Source: an optimization exercise on an open RTL-to-GDS flow (aim: small area and few clock cycles). Production flows keep margins and buffers that such runs may drop. In this exercise RTL edits were held to simulation tests only and were not proved equivalent to the original. Power figures rest on the tool's default switching activity, not on a simulated workload.

==> flow/design.v <==
module connect4_engine (
	input         clk,
	input         reset,         
	input         active,        
	input  [2:0]  coluna_in,     
	input  [1:0]  player_in,     
	output reg [1:0] response,   
	input         rden_vga,      
	input  [5:0]  addr_vga,      
	output reg    ready_vga,
	output [13:0] data_vga
);
	wire       p = player_in[1];
	reg        lp;               
	wire       won;
	wire       mv = active & ~won;
	wire [41:0] occ, clr;        
	wire [6:0]  full;
	genvar j, i;
	generate
		for (j = 0; j < 7; j = j + 1) begin : g_col
			reg  [6:0] ncol;     
			wire [6:0] col = ~ncol;
			wire [6:0] above;    
			assign above[6] = 1'b0;
			for (i = 0; i < 6; i = i + 1) begin : g_cell
				assign above[i] = above[i+1] | col[i+1];
				assign occ[i*7+j] = above[i];
				assign clr[i*7+j] = col[i];
			end
			assign full[j] = col[6];
			wire wr = mv & (coluna_in == j) & ~col[6];
			wire [6:0] k  = {7{wr}} & ~above;
			wire [6:0] sh = {col[5:0], 1'b0};
			always @(posedge clk) begin
				if (!reset)
					ncol <= 7'b1111110;
				else
					ncol <= ~((col & (~k | {7{p}})) | (~col & k & sh));
			end
		end
	endgenerate
	wire fullc = |(full & (7'd1 << coluna_in));
	always @(posedge clk) begin
		response <= mv ? (fullc ? 2'd1 : 2'd2) : 2'd0;
		if (mv)
			lp <= p;
	end
	wire [41:0] m = occ & ~(clr ^ {42{lp}});
	function f7;
		input [6:0] x;
		f7 = x[3] & ((x[1] & x[2] & (x[0] | x[4])) | (x[4] & x[5] & (x[2] | x[6])));
	endfunction
	function f6;
		input [5:0] x;
		f6 = x[2] & x[3] & ((x[0] & x[1]) | (x[1] & x[4]) | (x[4] & x[5]));
	endfunction
	function f5;
		input [4:0] x;
		f5 = x[1] & x[2] & x[3] & (x[0] | x[4]);
	endfunction
	wire [5:0] hz;
	wire [6:0] vt;
	wire [5:0] du, dd;
	generate
		for (i = 0; i < 6; i = i + 1) begin : g_h
			assign hz[i] = f7(m[i*7 +: 7]);
		end
		for (j = 0; j < 7; j = j + 1) begin : g_v
			assign vt[j] = f6({m[35+j], m[28+j], m[21+j], m[14+j], m[7+j], m[j]});
		end
	endgenerate
	assign du[0] = m[0*7+3] & m[1*7+4] & m[2*7+5] & m[3*7+6];
	assign du[1] = f5({m[4*7+6], m[3*7+5], m[2*7+4], m[1*7+3], m[0*7+2]});
	assign du[2] = f6({m[5*7+6], m[4*7+5], m[3*7+4], m[2*7+3], m[1*7+2], m[0*7+1]});
	assign du[3] = f6({m[5*7+5], m[4*7+4], m[3*7+3], m[2*7+2], m[1*7+1], m[0*7+0]});
	assign du[4] = f5({m[5*7+4], m[4*7+3], m[3*7+2], m[2*7+1], m[1*7+0]});
	assign du[5] = m[2*7+0] & m[3*7+1] & m[4*7+2] & m[5*7+3];
	assign dd[0] = m[0*7+3] & m[1*7+2] & m[2*7+1] & m[3*7+0];
	assign dd[1] = f5({m[4*7+0], m[3*7+1], m[2*7+2], m[1*7+3], m[0*7+4]});
	assign dd[2] = f6({m[5*7+0], m[4*7+1], m[3*7+2], m[2*7+3], m[1*7+4], m[0*7+5]});
	assign dd[3] = f6({m[5*7+1], m[4*7+2], m[3*7+3], m[2*7+4], m[1*7+5], m[0*7+6]});
	assign dd[4] = f5({m[5*7+2], m[4*7+3], m[3*7+4], m[2*7+5], m[1*7+6]});
	assign dd[5] = m[2*7+6] & m[3*7+5] & m[4*7+4] & m[5*7+3];
	assign won = |{hz, vt, du, dd};
	wire [5:0] a = addr_vga;
	wire [5:0] sel;
	wire [6:1] thr;
	assign sel[0] = a[5];
	assign sel[1] = a[4] & a[3];
	assign sel[2] = a[4] & ~a[3];
	assign sel[3] = a[3] & ~a[4];
	assign sel[4] = a[0] & ~(a[5] | a[4] | a[3]);
	assign sel[5] = ~(a[5] | a[4] | a[3] | a[0]);
	assign thr[1] = a[5];
	assign thr[2] = a[5] | (a[4] & a[3]);
	assign thr[3] = a[5] | a[4];
	assign thr[4] = a[5] | a[4] | a[3];
	assign thr[5] = a[5] | a[4] | a[3] | a[0];
	assign thr[6] = 1'b1;
	generate
		for (j = 0; j < 7; j = j + 1) begin : g_rd
			wire [6:0] w = g_col[j].col;
			wire oc = won | |(thr & w[6:1]);
			wire pl = (won & lp) | (|(sel & w[5:0]) & ~won);
			assign data_vga[2*j +: 2] = {oc & pl, oc & ~pl};
		end
	endgenerate
	always @(posedge clk)
		ready_vga <= rden_vga & ~ready_vga;
endmodule
Settings: LEC_CHECK=0, ABC_AREA=1, CAP_MARGIN=5, CORE_MARGIN=2, CORE_UTILIZATION=60, PLACE_DENSITY=0.7, SLEW_MARGIN=5; clock period 10.0 ns.
standard.sh (not shown) runs the stock make flow with config.mk's settings and CLKGATE_MAP_FILE= SYNTH_SCRIPT=/design/flow/synth_recipe.tcl, a recipe that flattens the netlist after the stock synthesis.
==> flow/flow/run.sh <==
#!/bin/bash
# Layout: the standard flow (standard.sh), with
#  - synthesis mapped by the ABC script in abc_own.script (synth_own.tcl is
#    synth_recipe.tcl with only the ABC script replaced),
#  - the ports buffered with the smallest buffer,
#  - a clock tree of few sink clusters and no dummy loads.
# Each tool's log is in orfs/logs/; make's output is in standard.log.
set -euo pipefail
work=$(pwd)
bash standard.sh \
	"SYNTH_SCRIPT=$work/flow/synth_own.tcl" \
	"BUFFER_PORTS_ARGS=-buffer_cell sky130_fd_sc_hd__buf_1" \
	"CTS_ARGS=-sink_clustering_enable -sink_clustering_size 30 -sink_clustering_max_diameter 200 -buf_list sky130_fd_sc_hd__clkbuf_8 -root_buf sky130_fd_sc_hd__clkbuf_8 -repair_clock_nets -dont_use_dummy_load" \
	finish > "$work/standard.log" 2>&1
==> flow/flow/abc_own.script <==
strash
balance -l
 resub -K 6 -l
 rewrite -l
 resub -K 6 -N 2 -l
 refactor -l
 resub -K 8 -l
 balance -l
 resub -K 8 -N 2 -l
 rewrite -l
 resub -K 10 -l
 rewrite -z -l
 resub -K 10 -N 2 -l
 balance -l
 resub -K 12 -l
 refactor -z -l
 resub -K 12 -N 2 -l
 rewrite -z -l
 balance -l
balance -l
 resub -K 6 -l
 rewrite -l
 resub -K 6 -N 2 -l
 refactor -l
 resub -K 8 -l
 balance -l
 resub -K 8 -N 2 -l
 rewrite -l
 resub -K 10 -l
 rewrite -z -l
 resub -K 10 -N 2 -l
 balance -l
 resub -K 12 -l
 refactor -z -l
 resub -K 12 -N 2 -l
 rewrite -z -l
 balance -l
balance -l
 resub -K 6 -l
 rewrite -l
 resub -K 6 -N 2 -l
 refactor -l
 resub -K 8 -l
 balance -l
 resub -K 8 -N 2 -l
 rewrite -l
 resub -K 10 -l
 rewrite -z -l
 resub -K 10 -N 2 -l
 balance -l
 resub -K 12 -l
 refactor -z -l
 resub -K 12 -N 2 -l
 rewrite -z -l
 balance -l
&get -n
&dch -f
&put
amap -A 1000 -F 1000
==> flow/flow/synth_own.tcl <==
# The standard synthesis (synth_recipe.tcl), with ABC's mapping script
# replaced by flow/abc_own.script: the steps before and after ABC, and so the
# registers and their names, are the standard synthesis's.
proc synth {args} { yosys synth -nofsm -noshare {*}$args }
set own_abc [file join [file dirname [file normalize [info script]]] abc_own.script]
set f [open $::env(SCRIPTS_DIR)/synth.tcl]
set synth_text [read $f]
close $f
set from {log_cmd abc {*}$abc_args}
if { [string first $from $synth_text] < 0 } { error "synth.tcl has no ABC call to replace" }
set synth_text [string map [list $from {log_cmd abc {*}[lreplace $abc_args 1 1 $own_abc]}] $synth_text]
eval $synth_text
# left out here: clear keep_hierarchy, flatten, clean up, hide names made inside functions, write 1_2_yosys.v
Testbench counts at the start, summed over its fixed seeds: cycles 11,028.
Edit:
--- a/flow/design.v
+++ b/flow/design.v
@@ -11,11 +11,11 @@
 	output [13:0] data_vga
 );
 	wire       p = player_in[1];
 	reg        lp;               
 	wire       won;
-	wire       mv = active & ~won;
+	wire       mv = active & ~won & ~|response;
 	wire [41:0] occ, clr;        
 	wire [6:0]  full;
 	genvar j, i;
 	generate
 		for (j = 0; j < 7; j = j + 1) begin : g_col
Fmax is lower by 2.6%.
Die area barely changes.
Total power is lower by 0.60%.
Routed wire length is lower by 0.34%.
Global-route usage is lower by 0.48 points.
Hold slack improved by 0.021 ns.
Core utilization does not change.
Testbench counts after the change, summed over its fixed seeds: cycles 11,028.

re-timing with driven ports:
The flow's constraints put no driver on any port. The routed layouts listed below were extracted and timed again, unchanged, in two steps.
Step 1, drivers: a clkbuf_16 drives clk and a buf_2 each remaining input, both assumed.
Step 2 adds t to the input delays and takes it off the output delays; t is the mean of the earliest and latest rising clock arrival at the registers after step 1. Input paths then give back, and output paths get back, about the clock's delay inside the block.
Three values: no drivers, after step 1, after step 2; two values: the first two.
| run | shift t [ns] | setup slack, ns | worst setup path at the end | worst data-port slew with drivers (ns) |
|---|---|---|---|---|
| the first run | 0.328 | 1.873 / 1.843 / 2.171 | register to output | 0.03 |
| the second run | 0.337 | 1.658 / 1.626 / 1.963 | register to output | 0.03 |
After both steps setup and hold are still met in every run listed.
